From an optimization exercise on the open Yosys and OpenROAD flow, aimed at small area and a short achievable clock period; shortcuts taken in it are not production practice.
RTL that was checked went through simulation tests only; none was proved equivalent to the original.
Power figures rest on the tool's default switching activity, not on a simulated workload.

==> flow/design.v <==
module queue(clk,rst,datain,rw,dataout,full,empty);
  input clk,rst,rw;
  input [7:0] datain;
  output reg full, empty;
  output reg [7:0] dataout;
  reg wb;                    
  reg [15:0] nwcol;          
  reg [7:0] nwrow;           
  reg [15:0] nwce, nwco;     
  reg rb;
  reg [15:0] rcol;           
  reg [7:0] rrow;            
  reg [15:0] ecol;           
  reg [7:0] erow;            
  reg nfull, nempty;         
  reg [7:0] ndout;           
  wire push = rw & nfull;
  wire pop  = ~rw & nempty;
  wire [15:0] wcol = ~nwcol;
  wire [7:0] wrow = ~nwrow;
  wire [15:0] wcol_n = {wcol[14:0], wcol[15]};
  wire [7:0] wrow_n = wcol[15] ? {wrow[6:0], wrow[7]} : wrow;
  wire [15:0] rcol_n = {rcol[14:0], rcol[15]};
  wire [7:0] rrow_n = rcol[15] ? {rrow[6:0], rrow[7]} : rrow;
  wire same_cr    = (|(rcol & wcol)) & (|(rrow & wrow));
  wire r_next_cr  = (|(rcol_n & wcol)) & (|(rrow_n & wrow));   
  wire w_next_cr  = (|(wcol_n & rcol)) & (|(wrow_n & rrow));   
  wire last_out = rb ? (~wb & r_next_cr) : (wb & same_cr);
  wire last_in  = wb ? (~rb & w_next_cr) : (rb & same_cr);
  wire wb_nx = push ? ~wb : wb;
  wire [15:0] wcol_nx = (push & wb) ? wcol_n : wcol;
  wire full_nx = push ? last_in : (pop ? 1'b0 : ~nfull);
  wire [15:0] nwcol_e = nwce;
  wire [15:0] nwcol_o = nwco;
  reg [7:0] mem_e [0:127];
  reg [7:0] mem_o [0:127];
  genvar i, r;
  generate
    for (i = 0; i < 128; i = i + 1) begin : g_mem
      always @(posedge clk) begin
        if (~(nwrow[i/16] | nwcol_e[i%16]))
          mem_e[i] <= datain;
        if (~(nwrow[i/16] | nwcol_o[i%16]))
          mem_o[i] <= datain;
      end
    end
  endgenerate
  wire [15:0] ecol_n = {ecol[14:0], ecol[15]};
  wire [7:0] erow_n = ecol[15] ? {erow[6:0], erow[7]} : erow;
  wire [7:0] rowdata_e [0:7];
  wire [7:0] rowdata_o [0:7];
  generate
    for (r = 0; r < 8; r = r + 1) begin : g_row
      integer c;
      reg [7:0] acc_e, acc_o;
      always @* begin
        acc_e = 8'd0;
        acc_o = 8'd0;
        for (c = 0; c < 16; c = c + 1) begin
          acc_e = acc_e | (mem_e[r*16+c] & {8{ecol[c]}});
          acc_o = acc_o | (mem_o[r*16+c] & {8{rcol[c]}});
        end
      end
      assign rowdata_e[r] = acc_e;
      assign rowdata_o[r] = acc_o;
    end
  endgenerate
  reg [7:0] rdata_e, rdata_o;
  integer k;
  always @* begin
    rdata_e = 8'd0;
    rdata_o = 8'd0;
    for (k = 0; k < 8; k = k + 1) begin
      rdata_e = rdata_e | (rowdata_e[k] & {8{erow[k]}});
      rdata_o = rdata_o | (rowdata_o[k] & {8{rrow[k]}});
    end
  end
  reg [7:0] head_e, head_o;   
  reg [7:0] last_in_byte;     
  reg bypass;                 
  always @(posedge clk) begin
    head_e <= rdata_e;
    head_o <= rdata_o;
    last_in_byte <= datain;
  end
  always @(posedge clk) begin
    if (rst) begin
      wb <= 1'b0;
      nwcol <= ~16'd1;
      nwrow <= ~8'd1;
      nwce <= ~16'd1;
      nwco <= ~16'd0;
      rb <= 1'b0;
      rcol <= 16'd1;
      rrow <= 8'd1;
      ecol <= 16'd1;
      erow <= 8'd1;
      full <= 1'b0;
      empty <= 1'b1;
      nfull <= 1'b1;
      nempty <= 1'b0;
      bypass <= 1'b0;
      ndout <= 8'hff;
      dataout <= 8'd0;
    end else begin
      bypass <= push & ~nempty;
      nwce <= ~(wcol_nx & {16{~wb_nx & ~full_nx}});
      nwco <= ~(wcol_nx & {16{wb_nx & ~full_nx}});
      full <= ~nfull;
      empty <= ~nempty;
      dataout <= ~ndout;
      if (push) begin
        wb <= ~wb;
        if (wb) begin
          nwcol <= ~wcol_n;
          nwrow <= ~wrow_n;
        end
        empty <= 1'b0;
        full <= last_in;
        nempty <= 1'b1;
        nfull <= ~last_in;
      end
      if (pop) begin
        rb <= ~rb;
        if (rb) begin
          rcol <= rcol_n;
          rrow <= rrow_n;
        end else begin
          ecol <= ecol_n;
          erow <= erow_n;
        end
        full <= 1'b0;
        empty <= last_out;
        nfull <= 1'b1;
        nempty <= ~last_out;
        ndout <= ~(bypass ? last_in_byte : (rb ? head_o : head_e));
        dataout <= bypass ? last_in_byte : (rb ? head_o : head_e);
      end
    end
  end
endmodule
clock: 6.0 ns
lec_check: 0
cap_margin: 20
core_margin: 2
core_utilization: 55
cts_cluster_diameter: 100
cts_cluster_size: 24
setup_slack_margin: 3.7
slew_margin: 20
run.sh (not shown) runs the stock make flow with config.mk's settings and CLKGATE_MAP_FILE= SYNTH_SCRIPT=/design/flow/synth_recipe.tcl, a recipe that flattens the netlist after the stock synthesis.
Next try:
--- a/flow/design.v
+++ b/flow/design.v
@@ -7,12 +7,8 @@
   reg [15:0] nwcol;          
   reg [7:0] nwrow;           
-  reg [15:0] nwce, nwco;     
   reg rb;
   reg [15:0] rcol;           
   reg [7:0] rrow;            
-  reg [15:0] ecol;           
-  reg [7:0] erow;            
   reg nfull, nempty;         
-  reg [7:0] ndout;           
   wire push = rw & nfull;
   wire pop  = ~rw & nempty;
@@ -28,11 +24,8 @@
   wire last_out = rb ? (~wb & r_next_cr) : (wb & same_cr);
   wire last_in  = wb ? (~rb & w_next_cr) : (rb & same_cr);
-  wire wb_nx = push ? ~wb : wb;
-  wire [15:0] wcol_nx = (push & wb) ? wcol_n : wcol;
-  wire full_nx = push ? last_in : (pop ? 1'b0 : ~nfull);
-  wire [15:0] nwcol_e = nwce;
-  wire [15:0] nwcol_o = nwco;
-  reg [7:0] mem_e [0:127];
-  reg [7:0] mem_o [0:127];
+  wire [15:0] nwcol_e = nwcol | {16{wb | ~nfull}};
+  wire [15:0] nwcol_o = nwcol | {16{~wb | ~nfull}};
+  reg [7:0] nmem_e [0:127];
+  reg [7:0] nmem_o [0:127];
   genvar i, r;
   generate
@@ -40,12 +33,12 @@
       always @(posedge clk) begin
         if (~(nwrow[i/16] | nwcol_e[i%16]))
-          mem_e[i] <= datain;
+          nmem_e[i] <= ~datain;
         if (~(nwrow[i/16] | nwcol_o[i%16]))
-          mem_o[i] <= datain;
+          nmem_o[i] <= ~datain;
       end
     end
   endgenerate
-  wire [15:0] ecol_n = {ecol[14:0], ecol[15]};
-  wire [7:0] erow_n = ecol[15] ? {erow[6:0], erow[7]} : erow;
+  wire [15:0] ecol = rb ? rcol_n : rcol;
+  wire [7:0] erow = rb ? rrow_n : rrow;
   wire [7:0] rowdata_e [0:7];
   wire [7:0] rowdata_o [0:7];
@@ -58,6 +51,6 @@
         acc_o = 8'd0;
         for (c = 0; c < 16; c = c + 1) begin
-          acc_e = acc_e | (mem_e[r*16+c] & {8{ecol[c]}});
-          acc_o = acc_o | (mem_o[r*16+c] & {8{rcol[c]}});
+          acc_e = acc_e | (~nmem_e[r*16+c] & {8{ecol[c]}});
+          acc_o = acc_o | (~nmem_o[r*16+c] & {8{rcol[c]}});
         end
       end
@@ -89,11 +82,7 @@
       nwcol <= ~16'd1;
       nwrow <= ~8'd1;
-      nwce <= ~16'd1;
-      nwco <= ~16'd0;
       rb <= 1'b0;
       rcol <= 16'd1;
       rrow <= 8'd1;
-      ecol <= 16'd1;
-      erow <= 8'd1;
       full <= 1'b0;
       empty <= 1'b1;
@@ -101,13 +90,7 @@
       nempty <= 1'b0;
       bypass <= 1'b0;
-      ndout <= 8'hff;
       dataout <= 8'd0;
     end else begin
       bypass <= push & ~nempty;
-      nwce <= ~(wcol_nx & {16{~wb_nx & ~full_nx}});
-      nwco <= ~(wcol_nx & {16{wb_nx & ~full_nx}});
-      full <= ~nfull;
-      empty <= ~nempty;
-      dataout <= ~ndout;
       if (push) begin
         wb <= ~wb;
@@ -126,7 +109,4 @@
           rcol <= rcol_n;
           rrow <= rrow_n;
-        end else begin
-          ecol <= ecol_n;
-          erow <= erow_n;
         end
         full <= 1'b0;
@@ -134,5 +114,4 @@
         nfull <= 1'b1;
         nempty <= ~last_out;
-        ndout <= ~(bypass ? last_in_byte : (rb ? head_o : head_e));
         dataout <= bypass ? last_in_byte : (rb ? head_o : head_e);
       end
=> The new run ran to the end with no violations. Critical path depth went up by 10. Combinational power came out higher to 4.2 times its value. Count of clock-buffer cells in the layout shrinks by 14. Cell count went up by 7.8%. Die area went down by 2.9%. Register-to-register slack degrades by 230 ps. Routed wire length is higher by 6.0%. Maximum frequency came out lower by 3.0%. Via count rose by 5.9%. First-iteration DRC count went up by 22%. Flip-flop and latch count falls by 64. Sequential share of layout area fell by 3.5 points. Utilization went up by 3.6 points.
Only the layout flow was run in the second run of this note; the RTL was not checked for function there.

## what the ideal ports hide
Ports are ideal in the flow. The routed layouts listed here were re-timed in OpenROAD. Step 1 (the two cells are an assumption about what drives the block):
set clk [get_ports {clk}]
set_driving_cell -lib_cell sky130_fd_sc_hd__clkbuf_16 $clk
set_driving_cell -lib_cell sky130_fd_sc_hd__buf_2 [delete_from_list [all_inputs] $clk]
Step 2, shift: input delay + t, output delay - t, t = (earliest + latest rising clock arrival at the registers) / 2. This alone moves slack from input paths to output paths. a / b / c = ideal ports / drivers / drivers and shift; a / b = the first two.
run | shift t [ns] | setup WS [ns] | hold WS [ns] | worst setup path after step 2 | slew at the worst register clock pin (ns)
the first run | 0.835 | 3.472 / 3.387 / 2.938 | 0.523 / 0.523 / 0.523 | input to register | 0.10 / 0.10
the second run | 0.855 | 3.395 / 3.365 / 2.782 | 0.477 / 0.477 / 0.477 | input to register | 0.11 / 0.11
After both steps every run listed still meets setup and hold. The setup slack of the second run, which loses most, moves by -0.030 ns with the drivers and by -0.613 ns with both steps.
